What follows belongs to an exercise in optimizing a design on an open flow for a short achievable clock period and few clock cycles; a production flow would make more cautious choices.
Function was checked by simulation only, so behaviour that the tests miss may differ from the original.
No activity file was given, so power comes from the tool's default toggle rates.

<file path="flow/config.mk">
export PLATFORM = sky130hd
export DESIGN_NAME = custom_cpu
export DESIGN_NICKNAME = custom_cpu
export VERILOG_FILES = /design/flow/design.v
export SDC_FILE = /design/flow/constraint.sdc
export NUM_CORES = 4
export LEC_CHECK = 0
export CAP_MARGIN = 20
export CORE_MARGIN = 2
export CORE_UTILIZATION = 40
export PLACE_DENSITY = 0.6
export SLEW_MARGIN = 20
</file>
<file path="flow/constraint.sdc">
create_clock -name core_clock -period 13.0 [get_ports {clk}]
set_input_delay 2.6000 -clock core_clock [delete_from_list [all_inputs] [get_ports {clk}]]
set_output_delay 2.6000 -clock core_clock [all_outputs]
set_load 0.01 [all_outputs]
</file>
<file path="flow/design.v">
`timescale 10 ns / 1 ns
module alu(
	input  [31:0] A,
	input  [31:0] B,
	input  [3:0]  op,
	input         sra_wide,
	output [31:0] Result,
	output [31:0] Sum
);
	wire [32:0] diff = {A[31], A} - {B[31], B};
	wire [32:0] diffu = {1'b0, A} - {1'b0, B};
	wire slt  = diff[32];
	wire sltu = diffu[32];
	wire [4:0] sh = B[4:0];
	wire [63:0] sra_src = {{32{A[31]}}, A};
	wire [63:0] sra_full = sra_src >> B;
	wire [63:0] sra_sm = sra_src >> sh;
	wire [31:0] sra_small = sra_sm[31:0];
	wire [31:0] sra_res = (sra_wide && B[31:5] != 27'd0) ?
	                      (B[31:6] != 26'd0 ? 32'd0 : sra_full[31:0]) :
	                      sra_small;
	assign Sum = A + B;
	reg [31:0] r;
	always @(*) begin
		case (op)
			4'd0: r = Sum;
			4'd1: r = diff[31:0];
			4'd2: r = {31'd0, slt};
			4'd3: r = {31'd0, sltu};
			4'd4: r = A ^ B;
			4'd5: r = A | B;
			4'd6: r = A & B;
			4'd7: r = A << sh;
			4'd8: r = A >> sh;
			default: r = sra_res;
		endcase
	end
	assign Result = r;
endmodule
`timescale 10 ns / 1 ns
module reg_file(
	input clk,
	input rst,
	input [4:0] waddr,
	input [4:0] raddr1,
	input [4:0] raddr2,
	input wen,
	input [31:0] wdata,
	output [31:0] rdata1,
	output [31:0] rdata2
);
	reg [31:0] r [31:1];
	genvar i;
	generate
		for (i = 1; i < 32; i = i + 1) begin : g_reg
			always @(posedge clk)
				if (rst) r[i] <= 32'd0;
				else if (wen && waddr == i) r[i] <= wdata;
		end
	endgenerate
	assign rdata1 = (raddr1 == 5'd0) ? 32'd0 : r[raddr1];
	assign rdata2 = (raddr2 == 5'd0) ? 32'd0 : r[raddr2];
endmodule
`timescale 10ns / 1ns
module custom_cpu(
	input  rst,
	input  clk,
	output reg [31:0] PC,
	output reg Inst_Req_Valid,
	input Inst_Req_Ack,
	input  [31:0] Instruction,
	input Inst_Valid,
	output Inst_Ack,
	output reg [31:0] Address,
	output reg MemWrite,
	output reg [31:0] Write_data,
	output reg [3:0] Write_strb,
	output reg MemRead,
	input Mem_Req_Ack,
	input  [31:0] Read_data,
	input Read_data_Valid,
	output Read_data_Ack
);
	localparam W = 3;           
	reg        iout;            
	reg        istale;          
	reg        ibuf_v;
	reg [31:0] ibuf;
	reg        iack;
	reg        dout;            
	reg        dkind;           
	reg        dstale;
	reg        dbuf_v;
	reg [31:0] dbuf;
	reg        dack;
	reg [2:0]  q;               
	reg [1:0]  qn;              
	reg [31:0] fp;              
	reg [31:0] hpc;             
	reg        rf_wait;         
	assign Inst_Ack = iack;
	assign Read_data_Ack = dack;
	wire        h_ch = q[0];
	wire        hv = (qn != 2'd0) && (h_ch ? dbuf_v : ibuf_v);
	wire [31:0] ir = h_ch ? dbuf : ibuf;
	wire [6:0] op  = ir[6:0];
	wire [4:0] rd  = ir[11:7];
	wire [2:0] f3  = ir[14:12];
	wire [4:0] rs1 = ir[19:15];
	wire [4:0] rs2 = ir[24:20];
	wire       f7b = ir[30];
	wire d_lui   = op[6:2] == 5'b01101;
	wire d_auipc = op[6:2] == 5'b00101;
	wire d_jal   = op[6:2] == 5'b11011;
	wire d_jalr  = op[6:2] == 5'b11001;
	wire d_br    = op[6:2] == 5'b11000;
	wire d_ld    = op[6:2] == 5'b00000;
	wire d_st    = op[6:2] == 5'b01000;
	wire d_opi   = op[6:2] == 5'b00100;
	wire d_op    = op[6:2] == 5'b01100;
	wire d_mem   = d_ld || d_st;
	wire [31:0] imm_i = {{20{ir[31]}}, ir[31:20]};
	wire [31:0] imm_s = {{20{ir[31]}}, ir[31:25], ir[11:7]};
	wire [31:0] imm_b = {{19{ir[31]}}, ir[31], ir[7], ir[30:25], ir[11:8], 1'b0};
	wire [31:0] imm_u = {ir[31:12], 12'd0};
	wire [31:0] imm_j = {{11{ir[31]}}, ir[31], ir[19:12], ir[20], ir[30:21], 1'b0};
	wire [31:0] rA, rB;
	wire        wb_en;
	wire [4:0]  wb_rd;
	wire [31:0] wb_data;
	reg_file rf(
		.clk(clk), .rst(rst),
		.waddr(wb_rd), .raddr1(rs1), .raddr2(rs2),
		.wen(wb_en), .wdata(wb_data),
		.rdata1(rA), .rdata2(rB));
	reg        x_v;
	reg [31:0] x_a, x_b;
	reg [31:0] x_sd;
	reg [3:0]  x_op;
	reg        x_srawide;
	reg [4:0]  x_rd;
	reg        x_wen;
	reg        x_link;
	reg [31:0] x_lk;
	reg        x_ld, x_st, x_jalr;
	reg [2:0]  x_f3;
	reg [31:0] x_pc4, x_pc8, x_pc12;
	reg        ld_pend;         
	reg        ld_have;
	reg [4:0]  ld_rd;
	reg [2:0]  ld_f3;
	reg [1:0]  ld_lane;
	reg [31:0] ld_raw;
	reg        m_pend;          
	reg        m_st;
	reg [31:0] m_addr, m_data;
	reg [3:0]  m_strb;
	wire [31:0] alu_res, alu_sum;
	wire [31:0] x_val = x_link ? x_lk : alu_res;
	wire x_wr = x_v && x_wen;
	wire haz_ld = ld_pend && ld_rd != 5'd0 &&
	              (ld_rd == rs1 || ld_rd == rs2 || ld_rd == rd);
	wire mem_busy = ld_pend || m_pend || MemWrite || (x_v && (x_ld || x_st));
	wire haz_x = x_v && (x_jalr || x_st);
	wire fwd1 = x_wr && x_rd == rs1;
	wire fwd2 = x_wr && x_rd == rs2;
	wire haz_br = d_br && (fwd1 || fwd2);
	wire dgo = hv && !haz_ld && !(d_mem && mem_busy) && !haz_x && !haz_br && !rf_wait;
	wire br_eq  = rA == rB;
	wire br_ltu = rA < rB;
	wire br_lt  = (rA[31] ^ rB[31]) ? rA[31] : br_ltu;
	reg  br_cond;
	always @(*) begin
		case (f3)
			3'b000: br_cond = br_eq;
			3'b001: br_cond = !br_eq;
			3'b100: br_cond = br_lt;
			3'b101: br_cond = !br_lt;
			3'b110: br_cond = br_ltu;
			3'b111: br_cond = !br_ltu;
			default: br_cond = 1'b0;
		endcase
	end
	wire [31:0] hpc4 = hpc + 32'd4;
	wire [31:0] d_imm = d_jal ? imm_j : imm_b;
	wire [31:0] d_tgt  = hpc + d_imm;
	wire [31:0] d_tgt4 = hpc + d_imm + 32'd4;
	wire [31:0] d_tgt8 = hpc + d_imm + 32'd8;
	wire d_redir = dgo && (d_jal || (d_br && br_cond));
	reg [3:0] d_aop;
	always @(*) begin
		if (d_op || d_opi) begin
			case (f3)
				3'b000: d_aop = (d_op && f7b) ? 4'd1 : 4'd0;
				3'b001: d_aop = 4'd7;
				3'b010: d_aop = 4'd2;
				3'b011: d_aop = 4'd3;
				3'b100: d_aop = 4'd4;
				3'b101: d_aop = f7b ? 4'd9 : 4'd8;
				3'b110: d_aop = 4'd5;
				default: d_aop = 4'd6;
			endcase
		end else d_aop = 4'd0;
	end
	wire [31:0] opA = fwd1 ? x_val : rA;
	wire [31:0] opB = fwd2 ? x_val : rB;
	always @(posedge clk) begin
		if (rst) x_v <= 1'b0;
		else x_v <= dgo;
		x_a <= d_lui ? 32'd0 : (d_auipc ? hpc : opA);
		x_b <= d_op ? opB :
		       d_st ? imm_s :
		       (d_lui || d_auipc) ? imm_u : imm_i;
		x_sd <= opB;
		x_op <= d_aop;
		x_srawide <= d_op;
		x_rd <= rd;
		x_wen <= (d_lui || d_auipc || d_jal || d_jalr || d_op || d_opi) && rd != 5'd0;
		x_link <= d_jal || d_jalr;
		x_lk <= hpc4;
		x_ld <= d_ld;
		x_st <= d_st;
		x_jalr <= d_jalr;
		x_f3 <= f3;
		x_pc4 <= hpc4;
		x_pc8 <= hpc + 32'd8;
		x_pc12 <= hpc + 32'd12;
	end
	alu alu1(.A(x_a), .B(x_b), .op(x_op), .sra_wide(x_srawide),
	         .Result(alu_res), .Sum(alu_sum));
	reg [3:0]  st_strb;
	reg [31:0] st_data;
	always @(*) begin
		case (x_f3[1:0])
			2'b00: begin
				st_strb = 4'b0001 << alu_sum[1:0];
				st_data = {4{x_sd[7:0]}};
			end
			2'b01: begin
				st_strb = alu_sum[1] ? 4'b1100 : 4'b0011;
				st_data = {2{x_sd[15:0]}};
			end
			default: begin
				st_strb = 4'b1111;
				st_data = x_sd;
			end
		endcase
	end
	wire [31:0] x_tgt = {alu_sum[31:1], 1'b0};
	wire x_redir = x_v && x_jalr;
	wire x_sflush = x_v && x_st &&
	                (alu_sum[31:2] == x_pc4[31:2] || alu_sum[31:2] == x_pc8[31:2] ||
	                 alu_sum[31:2] == x_pc12[31:2]);
	reg [31:0] ld_val;
	always @(*) begin
		case (ld_f3)
			3'b000: case (ld_lane)
				2'd0: ld_val = {{24{ld_raw[7]}},  ld_raw[7:0]};
				2'd1: ld_val = {{24{ld_raw[15]}}, ld_raw[15:8]};
				2'd2: ld_val = {{24{ld_raw[23]}}, ld_raw[23:16]};
				default: ld_val = {{24{ld_raw[31]}}, ld_raw[31:24]};
			endcase
			3'b100: case (ld_lane)
				2'd0: ld_val = {24'd0, ld_raw[7:0]};
				2'd1: ld_val = {24'd0, ld_raw[15:8]};
				2'd2: ld_val = {24'd0, ld_raw[23:16]};
				default: ld_val = {24'd0, ld_raw[31:24]};
			endcase
			3'b001: ld_val = ld_lane[1] ? {{16{ld_raw[31]}}, ld_raw[31:16]}
			                            : {{16{ld_raw[15]}}, ld_raw[15:0]};
			3'b101: ld_val = ld_lane[1] ? {16'd0, ld_raw[31:16]}
			                            : {16'd0, ld_raw[15:0]};
			default: ld_val = ld_raw;
		endcase
	end
	wire ld_wr = ld_have && !x_wr;
	assign wb_en   = x_wr || ld_wr;
	assign wb_rd   = x_wr ? x_rd : ld_rd;
	assign wb_data = x_wr ? x_val : ld_val;
	wire dch_idle = !MemRead && !MemWrite && !dout;
	wire x_mem = x_v && (x_ld || x_st);
	wire raise_x = x_mem && dch_idle && !m_pend;
	wire raise_m = m_pend && dch_idle;
	wire icons = Inst_Valid && iack;
	wire dcons = Read_data_Valid && dack;
	wire inew = icons && iout && !istale;
	wire dnew = dcons && dout && !dkind && !dstale;
	wire pop = dgo;
	wire pop_i = pop && !h_ch;
	wire pop_d = pop && h_ch;
	wire redir = d_redir || x_redir;
	wire flush = redir || x_sflush;
	wire blk = (ibuf_v && ibuf[6] && !pop_i) || (dbuf_v && dbuf[6] && !pop_d) ||
	           (inew && Instruction[6]) || (dnew && Read_data[6]) ||
	           x_redir || (dgo && d_jalr) || rf_wait;
	wire [31:0] fp4 = fp + 32'd4;
	wire [31:0] fp8 = fp + 32'd8;
	wire st_hit = m_pend || (MemWrite &&
	              (Address[31:2] == fp[31:2] || Address[31:2] == fp4[31:2]));
	wire [31:0] base  = x_redir ? x_tgt : (d_redir ? d_tgt : fp);
	wire [31:0] base4 = x_redir ? x_tgt + 32'd4 : (d_redir ? d_tgt4 : fp4);
	wire [31:0] base8 = x_redir ? x_tgt + 32'd8 : (d_redir ? d_tgt8 : fp8);
	wire alloc_en = redir ? !(MemWrite || m_pend) : (!blk && !st_hit && !x_sflush);
	wire [1:0] n0 = flush ? 2'd0 : (qn - {1'b0, pop});
	wire dbuf_v_n = !flush && ((dbuf_v && !pop_d) || dnew);
	wire i_free = !Inst_Req_Valid && (!iout || icons);
	wire d_free = !MemRead && !MemWrite && (!dout || dcons) && !m_pend && !x_mem &&
	              !(hv && d_mem && !redir) && !dbuf_v_n;
	wire aI = alloc_en && i_free && (n0 < W);
	wire aD = alloc_en && d_free && (aI ? (n0 < W - 1) : (n0 < W));
	wire istale_n = aI ? 1'b0 :
	                ((flush && (Inst_Req_Valid || (iout && !icons))) ||
	                 (istale && !(icons && iout)));
	wire ibuf_v_n = !flush && ((ibuf_v && !pop_i) || inew);
	wire dstale_n = aD ? 1'b0 :
	                ((flush && !dkind && (MemRead || (dout && !dcons))) ||
	                 (dstale && !(dcons && dout)));
	wire dkind_n = (raise_x || raise_m) ? 1'b1 : (aD ? 1'b0 : dkind);
	always @(posedge clk) begin
		if (rst) begin
			Inst_Req_Valid <= 1'b0;
			iout <= 1'b0;
			istale <= 1'b0;
			ibuf_v <= 1'b0;
			iack <= 1'b1;
		end else begin
			Inst_Req_Valid <= aI || (Inst_Req_Valid && !Inst_Req_Ack);
			iout <= (iout && !icons) || (Inst_Req_Valid && Inst_Req_Ack);
			istale <= istale_n;
			ibuf_v <= ibuf_v_n;
			iack <= !ibuf_v_n || istale_n;
		end
		if (inew) ibuf <= Instruction;
		if (!Inst_Req_Valid) PC <= base;
	end
	always @(posedge clk) begin
		if (rst) begin
			MemRead <= 1'b0;
			MemWrite <= 1'b0;
			dout <= 1'b0;
			dkind <= 1'b0;
			dstale <= 1'b0;
			dbuf_v <= 1'b0;
			dack <= 1'b1;
			m_pend <= 1'b0;
			ld_pend <= 1'b0;
			ld_have <= 1'b0;
		end else begin
			if (MemRead && Mem_Req_Ack) MemRead <= 1'b0;
			if (MemWrite && Mem_Req_Ack) MemWrite <= 1'b0;
			dout <= (dout && !dcons) || (MemRead && Mem_Req_Ack);
			if (dcons && dout && dkind) ld_have <= 1'b1;
			if (ld_wr) begin
				ld_have <= 1'b0;
				ld_pend <= 1'b0;
			end
			if (dgo && d_ld) ld_pend <= 1'b1;
			if (raise_x) begin
				MemRead <= x_ld;
				MemWrite <= x_st;
				dkind <= 1'b1;
			end else if (raise_m) begin
				MemRead <= !m_st;
				MemWrite <= m_st;
				dkind <= 1'b1;
				m_pend <= 1'b0;
			end else if (aD) begin
				MemRead <= 1'b1;
				dkind <= 1'b0;
			end
			if (x_mem && !raise_x) m_pend <= 1'b1;
			dstale <= dstale_n;
			dbuf_v <= dbuf_v_n;
			dack <= !dbuf_v_n || dkind_n || dstale_n;
		end
		if (dnew) dbuf <= Read_data;
		if (dcons && dout && dkind) ld_raw <= Read_data;
		if (dgo && d_ld) ld_rd <= rd;
		if (raise_x) begin
			Address <= alu_sum;
			Write_data <= st_data;
			Write_strb <= st_strb;
		end else if (raise_m) begin
			Address <= m_addr;
			Write_data <= m_data;
			Write_strb <= m_strb;
		end else if (!MemRead && !MemWrite) begin
			Address <= aI ? base4 : base;
		end
		if (x_mem) begin
			m_st <= x_st;
			m_addr <= alu_sum;
			m_data <= st_data;
			m_strb <= st_strb;
			ld_f3 <= x_f3;
			ld_lane <= alu_sum[1:0];
		end
	end
	wire [2:0] q_pop = pop ? {1'b0, q[2:1]} : q;
	reg  [2:0] q_n;
	always @(*) begin
		q_n = flush ? 3'b000 : q_pop;
		if (aI && aD) begin
			q_n[n0] = 1'b0;
			if (n0 < 2'd2) q_n[n0 + 2'd1] = 1'b1;
		end else if (aD) q_n[n0] = 1'b1;
		else if (aI) q_n[n0] = 1'b0;
	end
	always @(posedge clk) begin
		if (rst) begin
			q <= 3'b000;
			qn <= 2'd0;
			fp <= 32'd0;
			hpc <= 32'd0;
			rf_wait <= 1'b0;
		end else begin
			q <= q_n;
			qn <= n0 + {1'b0, aI} + {1'b0, aD};
			fp <= (aI && aD) ? base8 : ((aI || aD) ? base4 : base);
			if (x_sflush) begin
				hpc <= x_pc4;
				fp <= x_pc4;
			end else if (x_redir) hpc <= x_tgt;
			else if (d_redir) hpc <= d_tgt;
			else if (pop) hpc <= hpc4;
			if (x_sflush) rf_wait <= 1'b1;
			else if (rf_wait && !MemWrite && !m_pend) rf_wait <= 1'b0;
		end
	end
endmodule
</file>
<file path="flow/run.sh">
#!/bin/bash
# synth_recipe.tcl (not shown) runs the flow's synth.tcl, then flattens the netlist and writes it again
# the make line also repeats each setting of config.mk as NAME=value (left out here)
make -C /OpenROAD-flow-scripts/flow DESIGN_CONFIG=/design/flow/config.mk WORK_HOME=/design/flow/orfs CLKGATE_MAP_FILE= SYNTH_SCRIPT=/design/flow/synth_recipe.tcl finish
</file>
==> results.txt <==
==> critical path, delay by kind of cell, from the launching register on <==
family / cells / cell delay, ns
mux: 1 / 0.32
compound gates: 10 / 2.68
simple gates: 11 / 4.20
buf+inv: 6 / 2.67
fa+ha+maj: 1 / 0.36
flops: 1 / 0.67
==> report_power, final <==
group	internal [uW]	leakage, uW	switching (uW)	total, uW
clock network	3100	0.00299	2290	5390
logic	2100	0.0185	5050	7150
registers	5260	0.0129	529	5790
total	10500	0.0344	7870	18300
==> layer usage <==
metal / track usage / up-vias / wire (um)
li1: - / 40700 / -
met1: 0.532 / 47200 / 187000
met2: 0.649 / 9116 / 218000
met3: 0.187 / 3132 / 76000
met4: 0.416 / 34 / 60900
met5: 0.00746 / - / 391
==> layout make-up <==
type,instances,area (um^2),share of cell area
clock inverters,83,1230,0.0122
flip-flops and latches,1552,33800,0.334
inverters,223,838,0.00830
multi-input cells,8568,51700,0.512
diodes,51,128,0.00126
repair buffers,539,4670,0.0462
clock buffers,237,4890,0.0485
well taps,2975,3720,0.0369
==> through the flow <==
step                std cells  cell area [um^2]  power (uW)  hold slack, ns
global placement        13800             94500       12500           0.397
CTS                     14200            101000       17900           0.411
global route            14200            101000       18600           0.437
finish                  14200            101000       18300           0.416
detailed placement      13800             94500       12600           0.404
floorplan               11300             89100        9440           0.360
==> sequential cells by signal, summed over array words and instances (netlist names), 31 cells and up <==
register    flops
PC             32
x_sd           32
x_pc12         32
ld_raw         32
Write_data     32
m_data         32
rf.r          992
hpc            32
Address        32
x_b            32
m_addr         31
fp             32
x_a            32
==> how the worst min path moves through the flow <==
stage               slack, ns                  to  cells after the start                start
global route             0.44  ld_f3[2]$_DFFE_PP_                      0      x_f3[2]$_DFF_P_
finish                   0.42  ld_f3[2]$_DFFE_PP_                      0      x_f3[2]$_DFF_P_
global placement         0.40  ld_f3[2]$_DFFE_PP_                      0      x_f3[2]$_DFF_P_
CTS                      0.41  ld_f3[2]$_DFFE_PP_                      0      x_f3[2]$_DFF_P_
floorplan                0.36   x_pc12[0]$_DFF_P_                      0  hpc[0]$_SDFFE_PP0P_
detailed placement       0.40  ld_f3[2]$_DFFE_PP_                      0      x_f3[2]$_DFF_P_
==> logic make-up after synthesis <==
kind of cell,count (synthesis)
simple gates,4170
compound gates,3641
flops,1552
buf+inv,1210
xor+xnor,359
mux,226
fa+ha+maj,172
==> cell usage in the layout, fill, tap and decap left out, drive strengths merged, types with 71 or more instances in the layout <==
cell type	Yosys	final
a211oi	313	313
a21o	80	80
a21oi	1255	1255
a221oi	264	264
a22o	209	209
a22oi	421	421
a31oi	76	76
buf	129	368
clkbuf	858	237
clkdlybuf4s50	0	171
dfxtp	1283	1283
edfxtp	269	269
ha	168	168
inv	221	229
mux2i	174	174
nand2	1995	1995
nand3	229	229
nand4	171	171
nor2	1058	1058
nor3	217	217
nor4	71	71
o21ai	436	436
or3	101	101
xnor2	223	223
xor2	124	124
==> results.txt <==
- Compound-gate portion of the synthesized area: 0.275
- Setup TNS: 0 ns
- Final Max Tran Viols: 0
- Antenna violations before repair: 46
- Synth area leaders: dfxtp_1 29%, edfxtp_1 9.1%, nand2_1 8.4%
- Setup violators final: 0
- Post-CTS Setup Inserts: 0
- Setup WS post-layout: 1.85 ns
- R2R Setup Slk: 1.85 ns
- Proportion of synthesized area in mux cells: 0.0268
- Critical Path End Type: flip-flop
- Total leakage power: 0.0344 uW
- FFs w/ async S/R, synth: 0
- Vias in the first global route: 90,500
- Worst reg2reg endpoint: fp[11]$_SDFF_PP0_
- Yosys top cell area share: 0.288
- Synthesized Nets: 11,600
- GRT overflow: 0
- Mapped Cells: 11,300
- Number of remaining DRC errors: 0
- CP endpoint: fp[11]$_SDFF_PP0_
- Worst path required time: 13.81 ns
- Core area: 222,000 um^2
- Largest net degree at the start of global routing: 224
- Slowest cell on crit path: nor2_4
- Initial core utilization: 0.401
- CP Max Fanout: 51
- Most used cell along the critical path: buf_4
- Largest family of logic cells by synthesized area: compound AO/OA/AOI/OAI gates
- Vias: 100,000
- Simple-Gate Fraction of Synth Area: 0.205
- WS Path Type: reg2reg
- CTS root buffer: clkbuf_16
- Clock skew: 0.0735 ns
- Worst slew pin tran: 1.36 ns
- Adder-cell share of the synthesized area: 0.0245
- WL/cell: 38.1 um
- Post-synthesis xor/xnor area fraction: 0.0374
- DIE HEIGHT: 476 um
- TritonRoute pass-1 iters: 9
- Run status: finished clean
- Utilization after layout: 0.455
- Clk latency of the worst-skew pair: 0.90 ns
- Most common cell in the netlist: nand2_1
- Num ports: 175
- Max Clk Rate: 0.0897 GHz
- Clk buf depth: 3
- Worst r2r src: q[0]$_SDFF_PP0_
- Dominant cell type by area after synthesis: dfxtp_1
- HP Class: reg2reg
- Slew headroom: 0.0922
- Power per Cell Area: 181 nW/um^2
- Count of input and output buffers: 172
- CP max stage delay: 0.93 ns
- # rows: 173
- Synthesized area per cell: 7.86 um^2
- Dpl ws: 2.53 ns
- CP Data Arrival Time: 11.96 ns
- Post-synth top cells: 1,993 x nand2_1, 1,283 x dfxtp_1, 1,253 x a21oi_1, 1,055 x nor2_1, 858 x clkbuf_1
- Startpoint types: flip-flop
- Post-CTS sizing: 0
- Post-synthesis cell area: 89,100 um^2
- Layout cell share with drive strength beyond 1: 0.0911
- CTS buffer count: 175
- First-pass GRT wire length: 732,000 um
- Starting DRC count in detailed routing: 18,600
- Total track usage: 0.461
- P&R area growth vs syn: 13.4%
- Final nets: 11,300
- Hold buffer count at cts: 0
- Warnings from Yosys: 36
- RSZ-0062 raised after global routing: no
- Peak supply drop: 0.131 mV
- Routed wire length: 542,000 um
- Min Tclk post-route: 11.15 ns
- CTS tree: yes
- Yosys reg bits: 1,552
- Fillers: 22,000
- Sink Count: 1,552
- EDFF count, synth: 269
- Distinct cell type count of the synthesized netlist: 122
- DP Wirelength: 355,000 um
- Max_cap viols: 0
- Register area share after synthesis: 0.379
- Die width: 476 um
- Final hold violations: 0
- Tcrit/Tclk final: 0.858
- H-tree depth: 4
- Vias per Instance: 7.04
- Die area: 226,000 um^2
- Final ANT Viol Nets: 0
- Worst setup startpoint: q[0]$_SDFF_PP0_
- Synth Flop Type: dfxtp_1
- Clock transition at the registers of the reported paths: 0.06 ns
- GP Congestion: 1.06
- Reg2Reg Depth: 29
Testbench counts, summed over its fixed seeds: cycles 2,336,953.

[static timing again, ports no longer ideal]
How much do the figures lean on ideal ports? The routed layout below was timed once more, with nothing changed but the port constraints.
Step 1, drivers: a clkbuf_16 drives clk and a buf_2 each remaining input, both assumed.
Step 2 adds t to the input delays and takes it off the output delays; t is the mean of the earliest and latest rising clock arrival at the registers after step 1. Input paths then give back, and output paths get back, about the clock's delay inside the block.
a / b / c = ideal / step 1 / step 2; a / b = the first two.
t (ns): 0.964
setup slack, ns: 1.850 / 1.850 / 1.850
worst slew at a driven data input, ns: 0.07
cell pins on the clock port's net: 1
After both steps this run still meets setup and hold. The setup slack of this run moves by 0.000 ns with the drivers and by 0.000 ns with both steps.
